This is an optimization exercise on Yosys and OpenROAD, whose aim is small area, not a production implementation. At most, simulation tests tie the RTL to the original design; equivalence was not proved. Power figures rest on the tool's default switching activity, not on a simulated workload.

==> job 1178 <==
==> flow/design.v <==
module the_game_step(
	input signed [3:0] X, Y,	 
	input [2:0] M,	 
	input [2:0] px,	 
	input go,	 
	input bV, bS, bDS, bUS, bUO,	 
	output side,	 
	output signed [4:0] XS, XO,	 
	output signed [4:0] YU, YD, YV,	 
	output reg signed [3:0] bx, by,	 
	output reg [2:0] nm,	 
	output reg hV, hS, hDS, hUS, hUO	 
	);
	wire signed [4:0] X5 = {X[3], X};
	wire signed [4:0] Y5 = {Y[3], Y};
	assign side = (M == 3'd3);
	assign XS = side ? X5 + 5'sd1 : X5 - 5'sd1;
	assign XO = side ? X5 - 5'sd1 : X5 + 5'sd1;
	assign YU = Y5 + 5'sd1;
	assign YD = Y5 - 5'sd1;
	assign YV = (M == 3'd1) ? YD : YU;
	wire isU = (M == 3'd0), isD = (M == 3'd1), isL = (M == 3'd4), isR = (M == 3'd5);
	wire isUD = (M == 3'd2) | (M == 3'd3);
	wire Y7 = (Y == 4'sd7), Y1 = (Y == 4'sd1), Y2 = (Y == 4'sd2);
	wire X0 = (X == 4'sd0), X7 = (X == 4'sd7);
	wire A = Y7 | bV;
	wire ye = Y7 & (side ? X7 : X0);
	wire back = A ? (ye | bS | bDS) : (bS | bUS);
	wire down = A | (bS ? bUO : bUS);
	wire ep = (isL & X0) | (isR & X7);
	wire signed [3:0] Xp = X + 4'sd1, Xm = X - 4'sd1;
	wire signed [3:0] c = isD ? X : (ep ? Xp : Xm);
	wire [3:0] k = {1'b0, c[2:0]} - {1'b0, px};
	wire onpad = !c[3] && !k[3] && k[2:0] <= 3'd2;
	wire bounce = onpad & ((isD & Y1) | ((isL | isR) & Y2));
	always @* begin
		bx = X;
		by = Y;
		nm = M;
		hV = 1'b0; hS = 1'b0; hDS = 1'b0; hUS = 1'b0; hUO = 1'b0;
		if (go) begin
			if (bounce) begin
				by = 4'sd2;
				bx = (k[1:0] == 2'd0) ? c - 4'sd1 : (k[1:0] == 2'd1) ? c : c + 4'sd1;
				nm = (k[1:0] == 2'd0) ? 3'd2 : (k[1:0] == 2'd1) ? 3'd0 : 3'd3;
			end
			else if (isU | isD) begin
				if (isD & Y1) ;
				else if (isU ? A : ~bV) begin
					by = Y - 4'sd1;
					nm = 3'd1;
				end
				else begin
					by = Y + 4'sd1;
					nm = 3'd0;
				end
				hV = bV & ~(isU ? Y7 : Y1);
			end
			else if (isUD) begin
				bx = (back ^ side) ? Xp : Xm;
				by = down ? Y - 4'sd1 : Y + 4'sd1;
				nm = {down, ~down, back ^ side};
				hV = ~Y7 & bV;
				hS = A ? (~ye & bS) : bS;
				hDS = A & ~ye & ~bS & bDS;
				hUS = ~A & ~bS & bUS;
				hUO = ~A & bS & bUO;
			end
			else if (isL | isR) begin
				bx = c;
				by = Y - 4'sd1;
				nm = (isL | X7) ? 3'd4 : 3'd5;
			end
		end
	end
endmodule
module the_game(
	input CLK,
	input rst,	 
	input stage_plus,	 
	input shoot,	 
	input pause,	 
	input plate_move_r,plate_move_l,	 
	output [7:0] LightR,	 
	output [7:0] LightG,
	output [7:0] LightB,
	output [2:0] chooseCol,	 
	output enable	 
	);
	assign enable = 1'b1;
	reg [5:0] u;
	always @(posedge CLK)
		if (rst) u <= 6'd4;
		else u <= u + 6'd1;
	assign chooseCol = u[5:3];
	wire scan = &u[2:0];	 
	reg [7:0] gc;
	reg gt;
	wire gwrap = (gc == 8'd201);
	wire tick = gwrap & ~gt;
	always @(posedge CLK)
		if (rst) begin
			gc <= 8'd0;
			gt <= 1'b0;
		end
		else if (gwrap) begin
			gc <= 8'd0;
			gt <= ~gt;
		end
		else if (~pause)
			gc <= gc + 8'd1;
	reg [5:0] pc;
	reg pt;
	wire pwrap = (pc == 6'd51);
	wire ptick = pwrap & ~pt;
	always @(posedge CLK)
		if (rst) begin
			pc <= 6'd0;
			pt <= 1'b0;
		end
		else if (pwrap) begin
			pc <= 6'd0;
			pt <= ~pt;
		end
		else if (~pause)
			pc <= pc + 6'd1;
	reg [2:0] plate_xl;
	always @(posedge CLK)
		if (rst)
			plate_xl <= 3'd3;
		else if (ptick) begin
			if (plate_move_l) begin
				if (plate_xl != 3'd0)
					plate_xl <= plate_xl - 3'd1;
			end
			else if (plate_move_r) begin
				if (plate_xl < 3'd5)
					plate_xl <= plate_xl + 3'd1;
			end
		end
	reg started, lp, shot;
	wire loaded = lp | shot;
	reg [2:0] ms;	 
	reg signed [3:0] ball_x, ball_y;
	reg [2:0] tmp_x;	 
	wire [2:0] M = (shot & ~lp) ? ms : 3'd0;
	wire go = ~pause & (shot | shoot);	 
	reg [3:0] R [0:7];	 
	reg [3:0] E [0:7];	 
	function [3:0] lvl;	 
		input [2:0] s, c;
		reg [63:0] l;
		begin
			case (s)
			3'd0: l = {8'b11111111,8'b11001111,8'b10001111,8'b10011111,
			           8'b10011111,8'b10001111,8'b11001111,8'b11111111};
			3'd1: l = {8'b00001111,8'b00001111,8'b11001111,8'b01111111,
			           8'b01111111,8'b11001111,8'b00001111,8'b00001111};
			3'd2: l = {8'b00011111,8'b00011111,8'b00011111,8'b00011111,
			           8'b00011111,8'b00011111,8'b00011111,8'b00011111};
			3'd3: l = {8'b11101111,8'b11001111,8'b00101111,8'b10001111,
			           8'b00101111,8'b10001111,8'b00111111,8'b10111111};
			3'd4: l = {8'b00001111,8'b11011111,8'b00001111,8'b10111111,
			           8'b00001111,8'b01101111,8'b00001111,8'b11011111};
			3'd5: l = {8'b11111111,8'b11111111,8'b11101111,8'b11001111,
			           8'b10001111,8'b00001111,8'b00001111,8'b00001111};
			3'd6: l = {8'b00101111,8'b00001111,8'b10011111,8'b00001111,
			           8'b00001111,8'b10011111,8'b00001111,8'b01001111};
			default: l = {8'b10111111,8'b00011111,8'b10001111,8'b00011111,
			           8'b00011111,8'b10001111,8'b00011111,8'b10111111};
			endcase
			lvl = l[{c,3'b100} +: 4];
		end
	endfunction
	reg h1v, h2v;
	reg [2:0] h1c, h2c;
	reg [1:0] h1r, h2r;
	wire [3:0] hitnow;
	genvar gi;
	generate for (gi = 0; gi < 4; gi = gi + 1) begin : g_hit
		assign hitnow[gi] = (h1v && h1c == chooseCol && h1r == gi) ||
		                    (h2v && h2c == chooseCol && h2r == gi);
	end endgenerate
	wire [3:0] Rv = lp ? lvl(ms, chooseCol) : (R[0] | hitnow);
	wire [3:0] Ev = lp ? 4'd0 : E[0];
	wire ballcol = started && !ball_x[3] && ball_x[2:0] == chooseCol;
	wire [7:0] ballrow;
	generate for (gi = 0; gi < 8; gi = gi + 1) begin : g_ball
		assign ballrow[gi] = ballcol && ball_y == gi;
	end endgenerate
	integer i;
	always @(posedge CLK) begin
		for (i = 1; i < 7; i = i + 1) begin
			R[i] <= R[i+1];
			E[i] <= E[i+1];
		end
		R[7] <= scan ? Rv : R[1];
		E[7] <= scan ? (Ev | ballrow[7:4]) : E[1];
		if (scan) begin
			R[0] <= R[1];
			E[0] <= E[1];
		end
	end
	wire [3:0] top = loaded ? Rv : 4'hf;
	wire paddle_here = started && chooseCol >= tmp_x && chooseCol <= tmp_x + 3'd2;
	assign LightR = {top, 4'hf};
	assign LightB = {top, 3'b111, ~paddle_here};
	assign LightG = {top | Ev, 4'hf} & ~ballrow;
	wire side;
	wire signed [4:0] XS, XO, YU, YD, YV;
	wire signed [3:0] bx, by;
	wire [2:0] nm;
	wire hV, hS, hDS, hUS, hUO;
	reg cV, cS, cDS, cUS, cUO;	 
	function brick;	 
		input [3:0] v;
		input signed [4:0] r;
		brick = (r >= 5'sd4) && (r <= 5'sd7) && !v[r[1:0]];
	endfunction
	function onb;	 
		input signed [4:0] x;
		onb = (x >= 5'sd0) && (x <= 5'sd7);
	endfunction
	the_game_step st(
		.X(ball_x), .Y(ball_y), .M(M), .px(plate_xl), .go(go),
		.bV(cV & onb({ball_x[3], ball_x})), .bS(cS & onb(XS)), .bDS(cDS & onb(XS)),
		.bUS(cUS & onb(XS)), .bUO(cUO & onb(XO)),
		.side(side), .XS(XS), .XO(XO), .YU(YU), .YD(YD), .YV(YV),
		.bx(bx), .by(by), .nm(nm),
		.hV(hV), .hS(hS), .hDS(hDS), .hUS(hUS), .hUO(hUO));
	always @(posedge CLK) begin
		if (chooseCol == ball_x[2:0])
			cV <= brick(Rv, YV);
		if (chooseCol == XS[2:0]) begin
			cS <= brick(Rv, {ball_y[3], ball_y});
			cDS <= brick(Rv, YD);
			cUS <= brick(Rv, YU);
		end
		if (chooseCol == XO[2:0])
			cUO <= brick(Rv, YU);
	end
	always @(posedge CLK)
		if (rst) begin
			started <= 1'b0;
			lp <= 1'b0;
			shot <= 1'b0;
			ms <= 3'd0;
			ball_x <= 4'sd4;
			ball_y <= 4'sd1;
		end
		else if (tick) begin
			started <= 1'b1;
			lp <= ~shot & (lp | ~pause);
			shot <= shot | (~pause & shoot);
			if (shot)
				ms <= nm;
			else if (~pause)
				ms <= ms + {2'b00, stage_plus};
			ball_x <= bx;
			ball_y <= by;
		end
	always @(posedge CLK)
		if (tick) begin
			tmp_x <= plate_xl;
			h1v <= hV | hUO;
			h1c <= hV ? ball_x[2:0] : XO[2:0];
			h1r <= hV ? YV[1:0] : YU[1:0];
			h2v <= hS | hDS | hUS;
			h2c <= XS[2:0];
			h2r <= hS ? ball_y[1:0] : hDS ? YD[1:0] : YU[1:0];
		end
endmodule
==> flow/run.sh <==
#!/bin/bash
# synth_recipe.tcl (not shown) runs the flow's synth.tcl, then flattens the netlist and writes it again
# the make line also repeats each setting of config.mk as NAME=value (left out here)
make -C /OpenROAD-flow-scripts/flow DESIGN_CONFIG=/design/flow/config.mk WORK_HOME=/design/flow/orfs CLKGATE_MAP_FILE= SYNTH_SCRIPT=/design/flow/synth_recipe.tcl finish
==> flow/config.mk <==
export PLATFORM = sky130hd
export DESIGN_NAME = the_game
export DESIGN_NICKNAME = the_game
export VERILOG_FILES = /design/flow/design.v
export SDC_FILE = /design/flow/constraint.sdc
export NUM_CORES = 8
export LEC_CHECK = 0
export ABC_AREA = 1
export ABC_CLOCK_PERIOD_IN_PS = 12000
export CAP_MARGIN = 40
export CORE_MARGIN = 2
export CORE_UTILIZATION = 25
export PLACE_DENSITY = 0.35
export SLEW_MARGIN = 40
==> flow/constraint.sdc <==
create_clock -name core_clock -period 12.0 [get_ports {CLK}]
set_input_delay 2.4000 -clock core_clock [delete_from_list [all_inputs] [get_ports {CLK}]]
set_output_delay 2.4000 -clock core_clock [all_outputs]
set_load 0.01 [all_outputs]
==> job 5943: changes against job 1178 <==
- ABC_AREA: 1 -> default
==> job 7609: changes against job 1178 <==
--- a/flow/design.v
+++ b/flow/design.v
@@ -190,16 +190,13 @@
 	end endgenerate
 	integer i;
-	always @(posedge CLK) begin
-		for (i = 1; i < 7; i = i + 1) begin
-			R[i] <= R[i+1];
-			E[i] <= E[i+1];
-		end
-		R[7] <= scan ? Rv : R[1];
-		E[7] <= scan ? (Ev | ballrow[7:4]) : E[1];
+	always @(posedge CLK)
 		if (scan) begin
-			R[0] <= R[1];
-			E[0] <= E[1];
-		end
-	end
+			for (i = 0; i < 7; i = i + 1) begin
+				R[i] <= R[i+1];
+				E[i] <= E[i+1];
+			end
+			R[7] <= Rv;
+			E[7] <= Ev | ballrow[7:4];
+		end
 	wire [3:0] top = loaded ? Rv : 4'hf;
 	wire paddle_here = started && chooseCol >= tmp_x && chooseCol <= tmp_x + 3'd2;
- ABC_AREA: 1 -> default
- ABC_CLOCK_PERIOD_IN_PS: 12000 -> default
==> summary.txt <==
Setup slack after placement: job 7609 5940 ps; job 1178 6560 ps; job 5943 6510 ps
Overall die height: job 7609 171 um; job 1178 167 um; job 5943 166 um
Met1 Usage GRT: job 7609 18.7%; job 1178 18.2%; job 5943 18.3%
Antenna violations before repair: job 7609 0; job 1178 0; job 5943 1
Run status: job 7609 complete, no violations; job 1178 complete, no violations; job 5943 complete, no violations
Die outline area: job 7609 29300 sq um; job 1178 27700 sq um; job 5943 27500 sq um
Horizontal die dimension: job 7609 171 um; job 1178 167 um; job 5943 166 um
Number of placed instances, taps included: job 7609 1074; job 1178 1141; job 5943 1033
RePlAce Congestion: job 7609 0.841; job 1178 0.829; job 5943 0.828
Post-route cell area: job 7609 8160 sq um; job 1178 7690 sq um; job 5943 7640 sq um
Number of enable-type register cells in the synthesized netlist: job 7609 84; job 1178 28; job 5943 28
Net count, final: job 7609 753; job 1178 862; job 5943 754
Power of the combinational group: job 7609 26.9 uW; job 1178 30.5 uW; job 5943 31.3 uW
Reg2reg end: job 7609 ms[1]; job 1178 ball_x[0]; job 5943 ball_x[2]
Met2 routed WL: job 7609 9.19 mm; job 1178 8.24 mm; job 5943 8.67 mm
Final-layout clock buffer total: job 7609 17; job 1178 18; job 5943 17
Inverters: job 7609 41; job 1178 106; job 5943 40
Hold WS: job 7609 416 ps; job 1178 322 ps; job 5943 324 ps
For job 1178 and job 5943, only the layout was checked, not whether the RTL still works.

afterwards: timing with drivers on the ports:
The results above use ideal ports. As a check the final layouts listed here were re-extracted and re-timed, cells and wires unchanged.
Step 1 (the two cells are an assumption about what drives the block):
set clk [get_ports {CLK}]
set_driving_cell -lib_cell sky130_fd_sc_hd__clkbuf_16 $clk
set_driving_cell -lib_cell sky130_fd_sc_hd__buf_2 [delete_from_list [all_inputs] $clk]
Step 2 also shifts input and output timing later by t, the mid clock arrival at the registers, as if the neighbouring blocks saw the same clock.
Three values: ideal ports, drivers, drivers and shift; two values: the first two.
| run | shift t [ns] | setup slack, ns | worst setup path at the end |
|---|---|---|---|
| job 1178 | 0.461 | 6.095 / 6.050 / 6.511 | register to output |
| job 5943 | 0.459 | 6.295 / 6.250 / 6.702 | input to register |
| job 7609 | 0.468 | 5.976 / 5.933 / 6.401 | register to output |
After both steps every run listed still meets setup and hold.
